This design comes from an exercise in tuning for small area and a short achievable clock period on the open sky130 flow, not from production work. No functional check of the RTL was part of any run shown here.

==> flow/design.v, too long to show whole: its modules and the start of the top module <==
// module IEEE754_Mult: 1224 lines
// module fa: 4 lines
module IEEE754_Mult
(
	input clock,
	input resetn,
	input [31:0] a,
	input [31:0] b,
	output [31:0] y
);
  // ...
==> flow/run.sh <==
#!/bin/bash
# synth_recipe.tcl (not shown) runs the flow's synth.tcl, then flattens the netlist and writes it again
# the make line also repeats each setting of config.mk as NAME=value (left out here)
make -C /OpenROAD-flow-scripts/flow DESIGN_CONFIG=/design/flow/config.mk WORK_HOME=/design/flow/orfs CLKGATE_MAP_FILE= SYNTH_SCRIPT=/design/flow/synth_recipe.tcl finish
==> flow/config.mk <==
export PLATFORM = sky130hd
export DESIGN_NAME = IEEE754_Mult
export DESIGN_NICKNAME = IEEE754_Mult
export VERILOG_FILES = /design/flow/design.v
export SDC_FILE = /design/flow/constraint.sdc
export NUM_CORES = 4
export LEC_CHECK = 0
export CAP_MARGIN = 20
export CORE_MARGIN = 2
export CORE_UTILIZATION = 40
export SLEW_MARGIN = 20
export SYNTH_HIERARCHICAL = 1
==> flow/constraint.sdc <==
create_clock -name core_clock -period 11.0 [get_ports {clock}]
set_input_delay 2.2000 -clock core_clock [delete_from_list [all_inputs] [get_ports {clock}]]
set_output_delay 2.2000 -clock core_clock [all_outputs]
set_load 0.01 [all_outputs]
==> metrics.cfg, run 1 <==
[yosys]
syn_nets=1923
synth_commonest_cells=288 x xnor2_1, 263 x a22oi_1, 258 x fa_1
yosys.area_share.adder=0.410
synthMuxAreaShare=0.0148
synth-seq-cells=103
synth.avg_cell_area_um2=10.3
synth_edf_count=0
synth_compound_area_frac=0.165

[worst_setup_path]
cp_cell_sequence=a22oi_1, xnor2_1, fa_1, fa_1, fa_1, fa_1, fa_1, ha_1, nand3_1, nor2_1, nand2_1, a2111oi_4, o31ai_2, o22ai_4, nand2_2, a311oi_2, xnor2_1
cp_common_cell=fa_1
crit_fanout=26
cp_slowest_cell=dfxtp_1
cpPeakStageDelay_ns=1.08
path_buf_inv=0

[cells_and_area]
buf_share=0.0795
num-multi-input-gates=1196
nNonClkInverters=59
antennaDiodeCount=0
final_cells=2043

[floorplan]
io_pins=98
rows=72
n_tap_cell=518
initial_core_util=0.403
die_x_um=201
core_um2=38500

[clocking]
clockBufferDepth=2
cts_sinks=103

[route]
firstDrtPassIters=6
met1Wirelength_mm=20.3
drc=0
maxUsedRoutingLayer=met4
ant_nets=0

[timing]
tns_ns=0

[global_route]
grtUsageMet3=0.0601
antenna_found_initial=0
grt_max_degree=33
use_met1=0.332

[status]
status=timing/DRC/antenna clean

[placed_design]
placed_cells_incl_taps=2027

==> run 2, diff against run 1 <==
--- a/flow/config.mk
+++ b/flow/config.mk
@@ -10,2 +10,3 @@
 export CORE_UTILIZATION = 40
+export SETUP_SLACK_MARGIN = 5
 export SLEW_MARGIN = 20
==> run 2 against run 1 <==
  * Clock skew decreased by 0.00056 ns
  * Die area unchanged
  * Synthesized cell count unchanged
  * Maximum frequency is 12% higher
  * Via count up 0.39%
  * Count of clock-buffer cells in the layout stayed put
  * Critical path depth is 1 higher
  * Critical endpoint unchanged
  * Highest routed layer unchanged
==> metrics.cfg, run 2 <==
[timing]
final.min_clock_period_ns=5.71  ; was 6.39 ns
grt_setup_unrepaired=yes  ; was no
slew_violations=0  ; unchanged
hold_viol_final=0  ; unchanged
maxSlewHeadroom=0.492  ; was 0.235
setup_viol=0  ; unchanged
max_freq_mhz=175  ; was 156 MHz
tightest_slew_ns=0.758  ; was 1.15 ns
period_share=0.519  ; was 0.581
clock_skew_ns=0.0238  ; was 0.0243 ns
tns_ns=0  ; unchanged

[route]
vias=12113  ; was 12066
ant_nets=0  ; unchanged
firstDrtPassIters=5  ; was 6
detail_route.wl_per_cell_um=23.3  ; was 23.4 um
finalWirelength_mm=47.8  ; about the same
drc=0  ; unchanged
drt_iter0_drc=1145  ; was 1120
routed_via_density=5.92  ; was 5.91

[clocking]
worstSkewPairLatency_ns=0.37  ; about the same
htree_num_levels=3  ; unchanged
cts_tree=done  ; unchanged
clockBufferDepth=2  ; unchanged
clkTransAtPathRegs_ns=0.08  ; about the same
numCtsBuffers=9  ; unchanged
cts_root_buffer=clkbuf_16  ; unchanged
cts_sinks=103  ; unchanged

[yosys]
synthTopCellsByArea=fa_1 33%, xnor2_1 16%, dfxtp_1 13%  ; unchanged
synth.distinct_cells=42  ; unchanged
yosys_most_used_dff=dfxtp_1  ; unchanged
synth_top_family_by_area=adder cells  ; unchanged
yosys_warnings=7  ; unchanged
synth-seq-cells=103  ; unchanged
yosys.area_share.adder=0.410  ; unchanged
yosysMostFrequentCell=xnor2_1  ; unchanged
syn_nets=1923  ; unchanged
yosys.area_share.simple=0.0473  ; unchanged
syn_inst=1503  ; unchanged
synth_commonest_cells=288 x xnor2_1, 263 x a22oi_1, 258 x fa_1  ; unchanged
synth_compound_area_frac=0.165  ; unchanged
synth_edf_count=0  ; unchanged
async_flop_share=0  ; unchanged
ys_seq_area_frac=0.133  ; unchanged
syn_area_um2=15500  ; unchanged
synth_top_area_cell=fa_1  ; unchanged
synth.avg_cell_area_um2=10.3  ; unchanged
synth_xor_area_frac=0.180  ; unchanged
yosysTopAreaCellShare=0.333  ; unchanged
synthMuxAreaShare=0.0148  ; unchanged

[placed_design]
hpwl_mm=32.0  ; unchanged
place_congestion=0.877  ; unchanged
port_buffers=97  ; unchanged

[worst_setup_path]
crit_fanout=25  ; was 26
cpPeakStageDelay_ns=0.53  ; was 1.08 ns
cp_common_cell=fa_1  ; unchanged
crit_family=adder cells  ; unchanged
crit_arrival_ns=6.01  ; was 6.68 ns
cp_cell_sequence=buf_4, a22oi_1, xnor2_1, fa_1, fa_1, fa_1, fa_1, ha_1, nand4_1, nor3_1, o31ai_2, a2111oi_4, buf_4, o31ai_4, o22ai_4, nand2_2, a311oi_2, xnor2_1  ; was a22oi_1, xnor2_1, fa_1, fa_1, fa_1, fa_1, fa_1, ha_1, nand3_1, nor2_1, nand2_1, a2111oi_4, o31ai_2, o22ai_4, nand2_2, a311oi_2, xnor2_1
worstSetupPathType=flip-flop to flip-flop  ; unchanged
endpoint_kind=flip-flop  ; unchanged
cp.required_ns=11.29  ; about the same
path_buf_inv=2  ; was 0
cp_slowest_cell=fa_1  ; was dfxtp_1
cp-start-kind=flip-flop  ; unchanged

[floorplan]
rows=72  ; unchanged
core_um2=38500  ; unchanged
dieArea_um2=40400  ; unchanged
initial_core_util=0.403  ; unchanged
die_h_um=201  ; unchanged
die_x_um=201  ; unchanged
io_pins=98  ; unchanged

[cells_and_area]
fillers=3649  ; was 3654
top_regs=m2 (25), ma (23)  ; unchanged
final_common_cell=xnor2_1  ; unchanged
final_cell_mix=288 x xnor2_1, 263 x a22oi_1, 258 x fa_1  ; unchanged
regMostFlops=m2  ; unchanged
largest_reg_flops=25  ; unchanged
nNetsFinal=1943  ; was 1940
drive_gt1_frac=0.0576  ; was 0.0518
antennaDiodeCount=0  ; unchanged
syn_to_final_growth_pct=12.2  ; was 11.5%

[global_route]
antenna_found_initial=0  ; unchanged
grt-ovfl-total=0  ; unchanged
grt_pass1_vias=12947  ; was 12961
grt_pass1_wl_mm=75.3  ; about the same
grt_usage=0.240  ; about the same
grt_max_degree=33  ; unchanged

[hold_path]
hp-class=flip-flop to flip-flop  ; unchanged

[status]
status=timing/DRC/antenna clean  ; unchanged

[flow_run]
drv_cap=0  ; unchanged

[run 2: logic make-up after synthesis]
| logic type | after synthesis |
|---|---|
| adder cells (fa/ha/maj) | 354 |
| AO/OA/AOI/OAI | 353 |
| XOR/XNOR | 319 |
| buffers and inverters | 204 |
| AND/OR/NAND/NOR | 147 |
| flip-flops | 103 |
| multiplexers | 23 |
[run 2: what timing repair did]
action	CTS	global route
buffers inserted	0	3
endpoints found under the setup margin	13	10
hold endpoints to repair	0	0
pin swaps	0	2
hold buffers	0	0
gates resized for setup	9	20
[run 2: stage by stage]
stage	cells	cell area (um2)	util	hold slack [ns]	setup slack (ns)
after floorplan	1503	15500	-	0.310	5.43
after global placement	2027	17000	0.442	0.310	4.71
after detailed placement	2027	17000	0.442	0.312	4.59
after CTS	2043	17300	0.450	0.330	5.04
after global routing	2046	17400	0.453	0.334	4.99
final	2046	17400	0.453	0.328	5.29
[run 2: layout make-up]
type | instances | area, um2 | area share
Clock inverter | 5 | 63.8 | 0.00366
Multi-Input combinational cell | 1196 | 12700 | 0.729
Clock buffer | 11 | 243 | 0.0139
Tap cell | 518 | 648 | 0.0372
Timing Repair Buffer | 154 | 1450 | 0.0833
Inverter | 59 | 221 | 0.0127
Sequential cell | 103 | 2090 | 0.120
[run 2: final timing paths]
kind,startpoint,endpoint,slack (ns),cells past startpoint
worst max register to register,ma[14],m2[24],5.29,18
worst min-delay path,e1[0],e2[0],0.33,0
worst min register to register,e1[0],e2[0],0.33,0
worst max-delay path,ma[14],m2[24],5.29,18
[run 2: Yosys stat by module, one instance, submodules excluded]
module	times used	area, um2
IEEE754_Mult	1	10400
fa	256	20.0
[run 2: metal layers]
layer  up-vias  GRT usage  routed length (um)
met5         -          0                   0
met4         0     0.0717                1190
met3       100     0.0622                5340
li1       5219          -                   -
met2       738      0.368               21300
met1      6056      0.332               19900

-- port drivers added, routing unchanged --
The results above use ideal ports. As a check the final layouts listed here were re-extracted and re-timed, cells and wires unchanged.
Step 1 sets driving cells, clkbuf_16 on the clock port and buf_2 on the other inputs (assumed; they add their load-dependent delay and slew).
Step 2 adds t to the input delays and takes it off the output delays; t is the mean of the earliest and latest rising clock arrival at the registers after step 1. Input paths then give back, and output paths get back, about the clock's delay inside the block.
Slacks: ideal / step 1 / step 2; pairs: ideal / step 1.
| run | t (ns) | setup slack, ns | worst setup path after step 2 |
|---|---|---|---|
| run 1 | 0.411 | 4.609 / 4.609 / 4.609 | register to register |
| run 2 | 0.413 | 5.286 / 5.286 / 5.286 | register to register |
After both steps setup and hold are still met in every run listed.
